What follows belongs to an exercise in optimizing a design on an open flow for a short achievable clock period and few clock cycles; a production flow would make more cautious choices. Function not checked in this run: the RTL went through the layout flow alone. Power and IR drop assume default switching activity.

==> flow/design.v <==
`timescale 1ns / 1ps
module top (
		input wire clk,
		input wire rst,
		output wire [7:0] imem_addr,
		input wire [15:0] imem_data,
		output reg 	  tr_rf_we,
		output reg [1:0]  tr_rf_addr,
		output reg [8:0]  tr_rf_data,
		output reg 	  tr_dm_we,
		output reg [7:0]  tr_dm_addr,
		output reg [8:0]  tr_dm_data
	);
	reg [7:0] pc;
	assign imem_addr = pc;
	wire [3:0] f_op   = imem_data[15:12];
	wire       f_br   = (f_op == 4'hB) | (f_op == 4'hC);
	wire       f_pred = f_br & imem_data[7];
	wire [7:0] f_pc1  = pc + 8'd1;
	wire [7:0] f_tgt  = pc + imem_data[7:0];
	reg        x_v;
	reg [15:0] x_ir;
	reg        x_pred;
	reg [7:0]  x_alt;
	wire [3:0] op  = x_ir[15:12];
	wire [1:0] rs  = x_ir[11:10];
	wire [1:0] rt  = x_ir[9:8];
	wire [1:0] rd  = x_ir[7:6];
	wire [7:0] imm = x_ir[7:0];
	reg [8:0] r0, r1, r2, r3;
	reg [8:0] rs_v, rt_v;
	always @(*) begin
		case (rs)
			2'd0: rs_v = r0;
			2'd1: rs_v = r1;
			2'd2: rs_v = r2;
			default: rs_v = r3;
		endcase
		case (rt)
			2'd0: rt_v = r0;
			2'd1: rt_v = r1;
			2'd2: rt_v = r2;
			default: rt_v = r3;
		endcase
	end
	wire [7:0] a = rs_v[7:0];
	wire [7:0] b = rt_v[7:0];
	wire [7:0] maddr = a + imm;
	reg  [8:0] mem [0:255];
	wire [8:0] l1 [0:63];
	wire [8:0] l2 [0:15];
	wire [8:0] l3 [0:3];
	genvar g;
	generate
		for (g = 0; g < 64; g = g + 1) begin : rd1
			assign l1[g] = maddr[1] ? (maddr[0] ? mem[4*g+3] : mem[4*g+2])
			                        : (maddr[0] ? mem[4*g+1] : mem[4*g]);
		end
		for (g = 0; g < 16; g = g + 1) begin : rd2
			assign l2[g] = maddr[3] ? (maddr[2] ? l1[4*g+3] : l1[4*g+2])
			                        : (maddr[2] ? l1[4*g+1] : l1[4*g]);
		end
		for (g = 0; g < 4; g = g + 1) begin : rd3
			assign l3[g] = maddr[5] ? (maddr[4] ? l2[4*g+3] : l2[4*g+2])
			                        : (maddr[4] ? l2[4*g+1] : l2[4*g]);
		end
	endgenerate
	wire [8:0] mrd = maddr[7] ? (maddr[6] ? l3[3] : l3[2])
	                          : (maddr[6] ? l3[1] : l3[0]);
	wire mwe = x_v & (op == 4'h1);
	generate
		for (g = 0; g < 256; g = g + 1) begin : word
			always @(posedge clk, posedge rst) begin
				if (rst)
					mem[g] <= 9'd0;
				else if (mwe && (maddr == g))
					mem[g] <= rt_v;
			end
		end
	endgenerate
	wire [7:0] addb = (op == 4'h2) ? b : imm;
	wire [7:0] sum  = a + addb;
	wire       ovf  = (a[7] == addb[7]) && (a[7] != sum[7]);
	reg [8:0] wdata;
	reg       wen;
	reg       use_rd;
	always @(*) begin
		wdata = 9'd0;
		wen = 1'b1;
		use_rd = 1'b0;
		case (op)
			4'h0: wdata = mrd;
			4'h1: wen = 1'b0;
			4'h2: begin wdata = {ovf, sum}; use_rd = 1'b1; end
			4'h3: wdata = {ovf, sum};
			4'h4: begin wdata = {1'b0, ~b}; use_rd = 1'b1; end
			4'h5: begin wdata = {1'b0, a & b}; use_rd = 1'b1; end
			4'h6: wdata = {1'b0, a & imm};
			4'h7: begin wdata = {1'b0, a | b}; use_rd = 1'b1; end
			4'h8: wdata = {1'b0, a | imm};
			4'h9: wdata = {1'b0, a[7], a[7:1]};
			4'hA: wdata = {1'b0, a[6:0], 1'b0};
			4'hD: wdata = 9'd0;
			default: wen = 1'b0;
		endcase
	end
	wire [1:0] waddr = use_rd ? rd : rt;
	wire       rwe   = x_v & wen;
	wire eq    = (a == b);
	wire x_br  = (op == 4'hB) | (op == 4'hC);
	wire taken = (op == 4'hB) ? eq : ~eq;
	wire x_mis = x_v & x_br & (taken ^ x_pred);
	always @(posedge clk, posedge rst) begin
		if (rst) begin
			pc <= 8'd0;
			x_v <= 1'b0;
			r0 <= 9'd0;
			r1 <= 9'd0;
			r2 <= 9'd0;
			r3 <= 9'd0;
			tr_rf_we <= 1'b0;
			tr_dm_we <= 1'b0;
		end else begin
			if (x_mis) begin
				pc <= x_alt;
				x_v <= 1'b0;
			end else begin
				pc <= f_pred ? f_tgt : f_pc1;
				x_v <= 1'b1;
			end
			if (rwe) begin
				case (waddr)
					2'd0: r0 <= wdata;
					2'd1: r1 <= wdata;
					2'd2: r2 <= wdata;
					default: r3 <= wdata;
				endcase
			end
			tr_rf_we <= rwe;
			tr_dm_we <= mwe;
		end
	end
	always @(posedge clk) begin
		x_ir <= imem_data;
		x_pred <= f_pred;
		x_alt <= f_pred ? f_pc1 : f_tgt;
		tr_rf_addr <= waddr;
		tr_rf_data <= wdata;
		tr_dm_addr <= maddr;
		tr_dm_data <= rt_v;
	end
endmodule
==> flow/run.sh <==
#!/bin/bash
# synth_recipe.tcl (not shown) runs the flow's synth.tcl, then flattens the netlist and writes it again
# the make line also repeats each setting of config.mk as NAME=value (left out here)
make -C /OpenROAD-flow-scripts/flow DESIGN_CONFIG=/design/flow/config.mk WORK_HOME=/design/flow/orfs CLKGATE_MAP_FILE= SYNTH_SCRIPT=/design/flow/synth_recipe.tcl finish
==> flow/config.mk <==
export PLATFORM = sky130hd
export DESIGN_NAME = top
export DESIGN_NICKNAME = top
export VERILOG_FILES = /design/flow/design.v
export SDC_FILE = /design/flow/constraint.sdc
export NUM_CORES = 4
export LEC_CHECK = 0
export CAP_MARGIN = 40
export CORE_MARGIN = 2
export CORE_UTILIZATION = 25
export SLEW_MARGIN = 20
==> flow/constraint.sdc <==
create_clock -name core_clock -period 13.0 [get_ports {clk}]
set_input_delay 2.6000 -clock core_clock [delete_from_list [all_inputs] [get_ports {clk}]]
set_output_delay 2.6000 -clock core_clock [all_outputs]
set_load 0.01 [all_outputs]
==> qor.csv <==
metric,value,unit
outcome,no timing/DRC/antenna violations,
hold buffers post-CTS,0,
Die H,653,um
clk sink count,2404,
initial antenna violation count,12,
Core Area,420000,um^2
min Tclk post-route,6.86,ns
DRC,0,
worst path required time,13.78,ns
reg2reg path depth,13,
number of CTS-inserted buffers,240,
row count,238,
area grow syn2layout,14.1,%
H-tree depth,4,
DP Cell Count,14478,
power per cell area,183,nW/um^2
DR iter-0 viols,6418,
Tot GR Track Use,0.139,
final slew viol count,0,
f_max,146,MHz
NetSw,8.08,mW
max-cap violations,0,
Root Buffer Master,clkbuf_16,
WL per Instance,19.9,um
IO Port Bufs,55,
Least-Margin Pin Slew,1.17,ns
Util after Layout,0.286,
RSZ-0062 raised after global routing,false,
reg-to-reg startpoint,x_ir[10]$_DFF_P_,
Setup crit end kind,register,
dominant cells by area after synthesis,"dfrtp_1 (56%), mux4_2 (15%), o21ai_0 (10%), nand2_1 (9.5%), clkbuf_1 (2.3%)",
Post-synth ARST share,0.978,
DRT Pass-1 Iters,6,
via count,71260,
Yosys reg bits,2404,
CTS max path bufs,3,
post-synthesis sequential area ratio,0.569,
Max Clock Skew,0.0444,ns
clock power share,0.325,
WL final,298000,um
gpl congestion,0.809,
crit path kind,register to register,
gr ovfl total,0,
Netlist cell types,65,
Comb pwr share,0.311,
Slew HR,0.219,
Die Wd,653,um
yosys warns,2,
final hold violation count,0,
net count of the mapped netlist,9569,
fin area,120000,um^2
pin count of the biggest net entering global routing,170,
CTS tree,built,
final worst path period share,0.527,
first-pass GRT wire length,461000,um
NumNets Final,9257,
worst vdd ir,262,uV
CP Max Fanout,54,
Post-Syn Area,105000,um^2
dpl hpwl,181000,um
sw frac,0.368,
"antenna viol nets, final",0,
"reg-to-reg slack, setup",6.14,ns
Pint,13.9,mW
Layout fillers,43127,
number of flops mapped to enable cells by yosys,0,
Pleak,50.1,nW
fin cells,14936,
IO Pins,56,
hold path start,x_alt[2]$_DFF_P_,
Worst Hold End,pc[2]$_DFF_PP0_,
Power Total,22.0,mW
Worst EP arrival,7.63,ns
post-synth top area share,0.559,
vias in the first global route,69770,
Synth Flop Type,dfrtp_1,
Hold Crit Class,register to register,
Hold Crit Depth,1,
startpoint types,register,
R2R Path End,r3[6]$_DFFE_PP0P_,
"Clk Latency, worst-skew pair",0.91,ns
clk slew on worst S/H paths,0.07,ns
Resized Gates After CTS,0,
Die Footprint,426000,um^2
via/cell ratio,4.77,
setup TNS,0,ns
Post-CTS Setup Bufs,0,
Flop pwr share,0.364,
initial core utilization,0.251,
cells after synthesis,9525,
Setup Viol. Count Final,0,
share of cells above drive strength 1,0.139,
area post-placement,112000,um^2
Mean Syn Cell Area,11.1,um^2
post-synth top area cell,dfrtp_1,
## kinds of logic after synthesis
family,synth area share
simple gates,0.105
compound gates,0.129
flops,0.569
mux,0.161
buf+inv,0.0295
xor+xnor,0.00289
fa+ha+maj,0.00349
## worst max-delay path: stages, from the launching register on
cell,delay [ns]
dfxtp_1,0.69
mux4_2,0.46
ha_4,0.17
inv_1,0.06
fa_4,1.17
buf_4,0.65
buf_4,0.80
mux4_2,0.39
and2_1,0.14
a2111oi_0,0.07
buf_4,0.22
o31ai_1,0.75
nand3_1,0.64
o31ai_1,0.42
## power groups by stage
stage | logic, mW | clock network [mW] | registers, mW
final | 6.83 | 7.13 | 8.00
after global routing | 7.17 | 7.55 | 8.04
after CTS | 6.75 | 7.25 | 8.00
after detailed placement | 6.74 | 0 | 8.13
after global placement | 6.59 | 0 | 8.13
after floorplan | 4.06 | 0 | 8.15
## stage by stage
stage	hold WS [ns]	worst slack (ns)
CTS	0.465	6.28
global placement	0.443	6.36
detailed placement	0.449	6.30
global route	0.480	5.91
finish	0.461	6.14
floorplan	0.440	-22.27
## cell usage in the layout (no fill, tap or decap), types with 55 or more instances in the layout
| master | count |
|---|---|
| clkbuf_16 | 241 |
| buf_4 | 99 |
| clkbuf_1 | 73 |
| o21ai_0 | 2183 |
| mux4_2 | 684 |
| nand2_1 | 2650 |
| clkbuf_8 | 62 |
| mux2i_1 | 104 |
| dfrtp_1 | 2351 |
| o21ai_1 | 162 |
| clkdlybuf4s50_1 | 55 |
## synthesized netlist by cell type, drive strengths merged (4+ instances only)
library cell / count
o31ai: 54
nor4: 11
a22oi: 45
a211o: 6
a2111oi: 18
ha: 23
mux4: 684
dfxtp: 53
mux2: 41
a22o: 9
nand2: 2654
nand2b: 4
buf: 120
nor3: 20
o22ai: 8
a21oi: 24
a211oi: 32
mux2i: 104
nor2b: 9
o21bai: 14
dfrtp: 2351
or3: 5
nand3: 30
a32oi: 5
nand4: 9
clkbuf: 643
o21ai: 2346
inv: 33
a31oi: 7
nor2: 35
o21a: 4
xor2: 15
xnor2: 18
and2: 6
and3: 46
a311o: 6
a21o: 6
or2: 4
## layout make-up
class	count	area, um^2	area share
tap	5520	6910	0.0575
multi-input combinational	6325	42700	0.355
timing repair buffer	209	2400	0.0200
sequential	2404	59900	0.499
inverter	33	135	0.00112
clock buffer	375	7150	0.0596
antenna	3	7.51	0.0000625
clock inverter	67	933	0.00777
## sequential cells by signal, summed over array words and instances, names as in the netlist, 9 cells and up
signal / flops
mem: 2304
r0: 9
r1: 9
r2: 9
r3: 9
tr_dm_data: 9
tr_rf_data: 9
x_ir: 16
## worst max-delay path by stage
stage	startpoint	to	slack, ns
after floorplan	rst	mem[0][0]$_DFFE_PP0P_	-22.27
after global placement	x_ir[10]$_DFF_P_	mem[15][1]$_DFFE_PP0P_	6.36
after detailed placement	x_ir[10]$_DFF_P_	mem[15][1]$_DFFE_PP0P_	6.30
after CTS	x_ir[10]$_DFF_P_	mem[15][1]$_DFFE_PP0P_	6.28
final	x_ir[10]$_DFF_P_	r3[6]$_DFFE_PP0P_	6.14
after global routing	x_ir[10]$_DFF_P_	r1[6]$_DFFE_PP0P_	5.91
## routing by layer
layer  share of wire  routed length (um)  GRT usage
met5               0                   0          0
met1            0.46              137000      0.201
met3           0.064               19000     0.0256
met4           0.028                8410     0.0403
met2            0.45              133000      0.211

## what the ideal ports hide
How much do the figures lean on ideal ports? The routed layout below was timed once more, with nothing changed but the port constraints.
Step 1 assumes that a clkbuf_16 drives the clock port and a buf_2 every other input.
Step 2 adds t to the input delays and takes it off the output delays; t is the mean of the earliest and latest rising clock arrival at the registers after step 1. Input paths then give back, and output paths get back, about the clock's delay inside the block.
a / b / c = no drivers / after step 1 / after step 2; a / b = the first two.
shift t [ns]: 0.979
slack for setup (ns): 6.144 / 6.144 / 6.144
worst hold slack (ns): 0.461 / 0.461 / 0.461
latest minus earliest clock arrival (ns): 0.046 / 0.046
worst slew at a driven data input, ns: 0.04
After both steps setup and hold are still met in this run. The setup slack of this run moves by 0.000 ns with the drivers and by 0.000 ns with both steps.
